From an optimization exercise on the open Yosys and OpenROAD flow, aimed at small area, a short achievable clock period and few clock cycles per item; shortcuts taken in it are not production practice. Where RTL was checked, it was by simulation tests only, not by an equivalence proof against the original. No driver is modelled on the clock port, so clocking that relies on it looks cheaper here than on a real chip. Power and IR drop assume default switching activity.

==> flow/design.v <==
`timescale          1ns/1ps
`default_nettype    none
module MS_DMAC_AHBL (
    input   wire    HCLK,
    input   wire    HRESETn,
    output  wire    IRQ,
    input wire          HSEL,
    input wire [31:0]   HADDR,
    input wire [1:0]    HTRANS,
    input wire          HWRITE,
    input wire          HREADY,
    input wire [31:0]   HWDATA,
    input wire [2:0]    HSIZE,
    output wire         HREADYOUT,
    output wire [31:0]  HRDATA,
    output wire [31:0]  M_HADDR,
    output wire [1:0]   M_HTRANS,
    output wire [2:0] 	M_HSIZE,
    output wire         M_HWRITE,
    output wire [31:0]  M_HWDATA,
    input wire          M_HREADY,
    input wire [31:0]   M_HRDATA
);
    reg         wr_en;
    reg         s_ctrl, s_saddr, s_daddr, s_size, s_trig;
    always @(posedge HCLK or negedge HRESETn)
        if (~HRESETn) wr_en <= 1'b0;
        else wr_en <= HREADY & HSEL & HTRANS[1] & HWRITE & (HADDR[7:5] == 3'b000);
    always @(posedge HCLK) begin
        s_ctrl  <= (HADDR[4:2] == 3'd0);
        s_saddr <= (HADDR[4:2] == 3'd2);
        s_daddr <= (HADDR[4:2] == 3'd3);
        s_size  <= (HADDR[4:2] == 3'd4);
        s_trig  <= (HADDR[4:2] == 3'd5);
    end
    wire        trig_wr = wr_en & s_trig;
    reg [31:0]  CTRL_REG;
    reg [31:0]  SADDR_REG;
    reg [31:0]  DADDR_REG;
    reg [15:0]  SIZE_REG;
    wire [31:0] ctrl_nx  = (wr_en & s_ctrl)  ? HWDATA : CTRL_REG;
    wire [31:0] saddr_nx = (wr_en & s_saddr) ? HWDATA : SADDR_REG;
    wire [31:0] daddr_nx = (wr_en & s_daddr) ? HWDATA : DADDR_REG;
    wire [15:0] size_nx  = (wr_en & s_size)  ? HWDATA[15:0] : SIZE_REG;
    always @(posedge HCLK or negedge HRESETn)
        if (~HRESETn) begin
            CTRL_REG  <= 32'h0;
            SADDR_REG <= 32'h0;
            DADDR_REG <= 32'h0;
            SIZE_REG  <= 16'h0;
        end else begin
            CTRL_REG  <= ctrl_nx;
            SADDR_REG <= saddr_nx;
            DADDR_REG <= daddr_nx;
            SIZE_REG  <= size_nx;
        end
    wire        EN        = CTRL_REG[0];
    wire [1:0]  SRC_TYPE  = CTRL_REG[17:16];
    wire [2:0]  SRC_AI    = CTRL_REG[20:18];
    wire [1:0]  DEST_TYPE = CTRL_REG[25:24];
    wire [2:0]  DEST_AI   = CTRL_REG[28:26];
    reg         busy;        
    reg         done;        
    reg         htrans_q;    
    reg         hwrite_q;    
    reg [1:0]   hsize_q;
    reg         htrans_o;    
    reg         hwrite_o;
    reg [2:0]   step_q;      
    reg [15:0]  cntr;        
    reg [31:0]  haddr_q;     
    reg [31:0]  nxaddr_q;    
    reg [31:0]  rdata;
    wire        issue     = htrans_q & M_HREADY;
    wire        last      = (cntr == SIZE_REG);
    wire        start     = trig_wr & HWDATA[0] & EN & (SIZE_REG != 16'h0);
    wire        finish    = busy & EN & ~htrans_q & M_HREADY;
    reg         htrans_nx, hwrite_nx;
    always @* begin
        htrans_nx = htrans_q;
        hwrite_nx = hwrite_q;
        if (start) begin
            htrans_nx = 1'b1;
            hwrite_nx = 1'b0;
        end else if (issue) begin
            if (~hwrite_q) begin
                hwrite_nx = 1'b1;
            end else if (last) begin
                htrans_nx = 1'b0;
            end else begin
                hwrite_nx = 1'b0;
            end
        end
    end
    always @(posedge HCLK or negedge HRESETn)
        if (~HRESETn) begin
            htrans_q <= 1'b0;
            hwrite_q <= 1'b1;
            htrans_o <= 1'b0;
            hwrite_o <= 1'b0;
        end else begin
            htrans_q <= htrans_nx;
            hwrite_q <= hwrite_nx;
            htrans_o <= htrans_nx;
            hwrite_o <= hwrite_nx & htrans_nx;
        end
    function [2:0] ai_step(input [2:0] ai);
        ai_step = (ai == 3'd4) ? 3'b100 :
                  (ai == 3'd2) ? 3'b010 :
                  (ai != 3'd0) ? 3'b001 : 3'b000;
    endfunction
    always @(posedge HCLK)
        if (~htrans_q | M_HREADY) begin
            hsize_q <= (htrans_q & ~hwrite_q) ? DEST_TYPE : SRC_TYPE;
            step_q  <= (htrans_q & ~hwrite_q) ? ai_step(DEST_AI) : ai_step(SRC_AI);
        end
    always @(posedge HCLK or negedge HRESETn)
        if (~HRESETn) cntr <= 16'h0;
        else if (issue & ~hwrite_q) cntr <= cntr + 16'h1;
        else if (issue & last) cntr <= 16'h0;
    wire [31:0] stepped = haddr_q + {29'h0, step_q};
    always @(posedge HCLK)
        if (~htrans_q) begin
            haddr_q  <= SADDR_REG;
            nxaddr_q <= DADDR_REG;
        end else if (M_HREADY) begin
            haddr_q  <= nxaddr_q;
            nxaddr_q <= stepped;
        end
    wire        half_from_word = (SRC_TYPE == 2'd2) & (DEST_TYPE == 2'd1);
    always @(posedge HCLK)
        if (htrans_q & hwrite_q) begin
            rdata[15:0]  <= M_HRDATA[15:0];
            rdata[31:16] <= half_from_word ? M_HRDATA[15:0] : M_HRDATA[31:16];
        end
    wire        busy_nx = trig_wr ? HWDATA[0] : (busy & ~finish);
    wire        done_nx = ~trig_wr & (done | finish);
    always @(posedge HCLK or negedge HRESETn)
        if (~HRESETn) begin
            busy <= 1'b0;
            done <= 1'b0;
        end else begin
            busy <= busy_nx;
            done <= done_nx;
        end
    reg [31:0]  hrdata_q;
    always @(posedge HCLK)
        case (HADDR[4:2])
            3'd0:    hrdata_q <= ctrl_nx;
            3'd1:    hrdata_q <= {31'h0, done_nx};
            3'd2:    hrdata_q <= saddr_nx;
            3'd3:    hrdata_q <= daddr_nx;
            3'd4:    hrdata_q <= {16'h0, size_nx};
            default: hrdata_q <= {31'h0, busy_nx};
        endcase
    assign IRQ       = done;
    assign HREADYOUT = 1'b1;
    assign HRDATA   = hrdata_q;
    assign M_HADDR  = haddr_q;
    assign M_HTRANS = {htrans_o, 1'b0};
    assign M_HWRITE = hwrite_o;
    assign M_HSIZE  = {1'b0, hsize_q};
    assign M_HWDATA = rdata;
endmodule
Settings: LEC_CHECK=0, ABC_CLOCK_PERIOD_IN_PS=2500, CAP_MARGIN=20, CORE_MARGIN=2, CORE_UTILIZATION=40, CTS_CLUSTER_DIAMETER=80, CTS_CLUSTER_SIZE=20, SETUP_SLACK_MARGIN=4.4, SLEW_MARGIN=20; clock period 7.0 ns.
standard.sh (not shown) runs the stock make flow with config.mk's settings and CLKGATE_MAP_FILE= SYNTH_SCRIPT=/design/flow/synth_recipe.tcl, a recipe that flattens the netlist after the stock synthesis.
==> flow/flow/run.sh <==
#!/bin/bash
# The standard layout with two changes:
# - the port buffers are built from the smallest buffer (buf_1) instead of
#   the resizer's default pick; the resizer may still upsize them;
# - after CTS, the clock tree's root buffer is removed, so the clock port
#   drives the first level of the tree (2 clock buffers) directly; every
#   register still gets its clock through two levels of buffers.
# make's output goes to flow_make.log here.
set -euo pipefail
export BUFFER_PORTS_ARGS="-buffer_cell sky130_fd_sc_hd__buf_1"
export POST_CTS_TCL="$PWD/flow/post_cts.tcl"
bash standard.sh > flow_make.log 2>&1
==> flow/flow/post_cts.tcl <==
set block [ord::get_db_block]
foreach root [$block getInsts] {
  if {![string match "clkbuf_0_*" [$root getName]]} { continue }
  set in_net [[$root findITerm A] getNet]
  set out_net [[$root findITerm X] getNet]
  if {$in_net eq "NULL" || $out_net eq "NULL"} { continue }
  if {[llength [$in_net getBTerms]] != 1} { continue }
  set loads {}
  foreach it [$out_net getITerms] {
    if {[$it getInst] ne $root} { lappend loads $it }
  }
  if {[llength $loads] > 4 || [llength [$out_net getBTerms]] != 0} { continue }
  puts "post_cts: removing [$root getName], [llength $loads] loads move to [$in_net getName]"
  foreach it $loads {
    $it disconnect
    $it connect $in_net
  }
  [$root findITerm A] disconnect
  [$root findITerm X] disconnect
  odb::dbInst_destroy $root
  odb::dbNet_destroy $out_net
}
estimate_parasitics -placement
report_clock_latency
Testbench counts at the start, summed over its fixed seeds: cycles 18,508, items 5,221.
==> next run, changes <==
--- a/flow/design.v
+++ b/flow/design.v
@@ -113,14 +113,14 @@
         if (~htrans_q | M_HREADY) begin
             hsize_q <= (htrans_q & ~hwrite_q) ? DEST_TYPE : SRC_TYPE;
             step_q  <= (htrans_q & ~hwrite_q) ? ai_step(DEST_AI) : ai_step(SRC_AI);
         end
     always @(posedge HCLK or negedge HRESETn)
         if (~HRESETn) cntr <= 16'h0;
-        else if (issue & ~hwrite_q) cntr <= cntr + 16'h1;
-        else if (issue & last) cntr <= 16'h0;
+        else if (~htrans_q) cntr <= 16'h0;
+        else if (M_HREADY & ~hwrite_q) cntr <= cntr + 16'h1;
     wire [31:0] stepped = haddr_q + {29'h0, step_q};
     always @(posedge HCLK)
         if (~htrans_q) begin
             haddr_q  <= SADDR_REG;
             nxaddr_q <= DADDR_REG;
         end else if (M_HREADY) begin
Result: Clock-buffer cell count decreases by 1. Wire length increases by 8.8%. Via count climbs by 9.1%. Cell count went up by 1.9%. Area after synthesis decreases by 0.31%. Setup slack degrades by 120 ps. Total power came out higher by 6.4%. Flip-flop and latch count is unchanged. Register-to-register slack loses 140 ps. Die area shrinks by 0.31%. Worst hold slack got worse by 14 ps.
The RTL of the second run of this note was laid out without a check of its function.


JK:
RTL: the design.v shown in full above, as it stands there.
export LEC_CHECK = 0
export ABC_CLOCK_PERIOD_IN_PS = 2500
export CAP_MARGIN = 20
export CORE_MARGIN = 2
export CORE_UTILIZATION = 40
export CTS_CLUSTER_DIAMETER = 80
export CTS_CLUSTER_SIZE = 20
export SETUP_SLACK_MARGIN = 4.4
export SLEW_MARGIN = 20
create_clock -name core_clock -period 7.0 [get_ports {HCLK}]
run.sh (not shown) runs the stock make flow with config.mk's settings and CLKGATE_MAP_FILE= SYNTH_SCRIPT=/design/flow/synth_recipe.tcl, a recipe that flattens the netlist after the stock synthesis.
Stock flow here: none of the scripts above is used.
Testbench counts of JK, summed over its fixed seeds: cycles 18,508, items 5,221.
## Diff of input files: MS against JK
-- flow/design.v --
<<< JK, line 67
    reg         htrans_o;    
    reg         hwrite_o;
    reg [2:0]   step_q;      
    reg [15:0]  cntr;        
    reg [31:0]  haddr_q;     
    reg [31:0]  nxaddr_q;    
    reg [31:0]  rdata;
    wire        issue     = htrans_q & M_HREADY;
>>> MS, line 67
    reg         htrans_o;    
    reg         hwrite_o;
    reg [15:0]  cntr;        
    reg [31:0]  haddr_q;     
    reg [31:0]  rdata;
    wire        issue     = htrans_q & M_HREADY;
<<< JK, line 105
            hwrite_o <= hwrite_nx & htrans_nx;
        end
    function [2:0] ai_step(input [2:0] ai);
        ai_step = (ai == 3'd4) ? 3'b100 :
                  (ai == 3'd2) ? 3'b010 :
                  (ai != 3'd0) ? 3'b001 : 3'b000;
    endfunction
    always @(posedge HCLK)
        if (~htrans_q | M_HREADY) begin
            hsize_q <= (htrans_q & ~hwrite_q) ? DEST_TYPE : SRC_TYPE;
            step_q  <= (htrans_q & ~hwrite_q) ? ai_step(DEST_AI) : ai_step(SRC_AI);
        end
    always @(posedge HCLK or negedge HRESETn)
        if (~HRESETn) cntr <= 16'h0;
        else if (issue & ~hwrite_q) cntr <= cntr + 16'h1;
        else if (issue & last) cntr <= 16'h0;
    wire [31:0] stepped = haddr_q + {29'h0, step_q};
    always @(posedge HCLK)
        if (~htrans_q) begin
            haddr_q  <= SADDR_REG;
            nxaddr_q <= DADDR_REG;
        end else if (M_HREADY) begin
            haddr_q  <= nxaddr_q;
            nxaddr_q <= stepped;
        end
    wire        half_from_word = (SRC_TYPE == 2'd2) & (DEST_TYPE == 2'd1);
    always @(posedge HCLK)
>>> MS, line 103
            hwrite_o <= hwrite_nx & htrans_nx;
        end
    function [2:0] ai_shift(input [2:0] ai);
        ai_shift = (ai == 3'd4) ? 3'b100 :
                   (ai == 3'd2) ? 3'b010 :
                   (ai != 3'd0) ? 3'b001 : 3'b000;
    endfunction
    wire        nx_is_wr = htrans_nx & ~hwrite_nx;
    reg         sel_wr_q;
    reg [2:0]   shift_q;
    always @(posedge HCLK or negedge HRESETn)
        if (~HRESETn) sel_wr_q <= 1'b0;
        else sel_wr_q <= nx_is_wr;
    always @(posedge HCLK) begin
        shift_q <= nx_is_wr ? ai_shift(DEST_AI) : ai_shift(SRC_AI);
        if (~htrans_q | M_HREADY)
            hsize_q <= (htrans_q & ~hwrite_q) ? DEST_TYPE : SRC_TYPE;
    end
    always @(posedge HCLK or negedge HRESETn)
        if (~HRESETn) cntr <= 16'h0;
        else if (issue & ~hwrite_q) cntr <= cntr + 16'h1;
        else if (issue & last) cntr <= 16'h0;
    wire [31:0] base      = sel_wr_q ? DADDR_REG : SADDR_REG;
    wire [17:0] offset    = ({18{shift_q[2]}} & {cntr, 2'b00})
                          | ({18{shift_q[1]}} & {1'b0, cntr, 1'b0})
                          | ({18{shift_q[0]}} & {2'b00, cntr});
    wire [31:0] next_addr = base + {14'h0, offset};
    always @(posedge HCLK)
        if (~htrans_q | M_HREADY) haddr_q <= next_addr;
    wire        half_from_word = (SRC_TYPE == 2'd2) & (DEST_TYPE == 2'd1);
    always @(posedge HCLK)
[summary]
Logic depth of the worst register-to-register path, MS and JK: smaller value in JK
~same detailed-route via count in MS and JK
Number of non-filler instances in the completed layout: MS < JK
Summary of the comparison: die area is lower in MS, relative to JK.
Per the comparison of MS with JK, number of instances in the synthesized netlist grew by 13; effective utilization at floorplan grew by 0.23 points; sum of internal, switching and leakage power shrank by 0.30 mW; number of buffers other than clock buffers in the final layout shrank by 20.
Per the comparison of MS with JK, global-route wire length before repair has decreased; clock share of power has increased.
The RTL of MS was laid out without a check of its function.

-- port drivers added, routing unchanged --
No port has a modelled driver above. Below, the same layouts with a new extraction and two added sets of constraints. Step 1 assumes that a clkbuf_16 drives the clock port and a buf_2 every other input. Step 2, shift: input delay + t, output delay - t, t = (earliest + latest rising clock arrival at the registers) / 2. This alone moves slack from input paths to output paths. a / b / c = ideal / step 1 / step 2; a / b = the first two.
run | t (ns) | slack for setup (ns) | hold WS [ns] | clock arrival spread, ns | worst data-port slew with drivers (ns)
the first run of note 1 | 0.430 | 4.524 / 4.468 / 4.125 | 0.503 / 0.503 / 0.503 | 0.015 / 0.014 | 0.06
the second run of note 1 | 0.436 | 4.399 / 4.338 / 4.092 | 0.489 / 0.489 / 0.489 | 0.033 / 0.033 | 0.09
JK | 0.533 | 4.393 / 4.350 / 3.923 | 0.502 / 0.502 / 0.502 | 0.019 / 0.018 | 0.06
MS | 0.536 | 4.017 / 4.017 / 3.972 | 0.499 / 0.499 / 0.499 | 0.034 / 0.034 | 0.06
After both steps every run listed still meets setup and hold. The setup slack of JK, which loses most, moves by -0.043 ns with the drivers and by -0.470 ns with both steps.
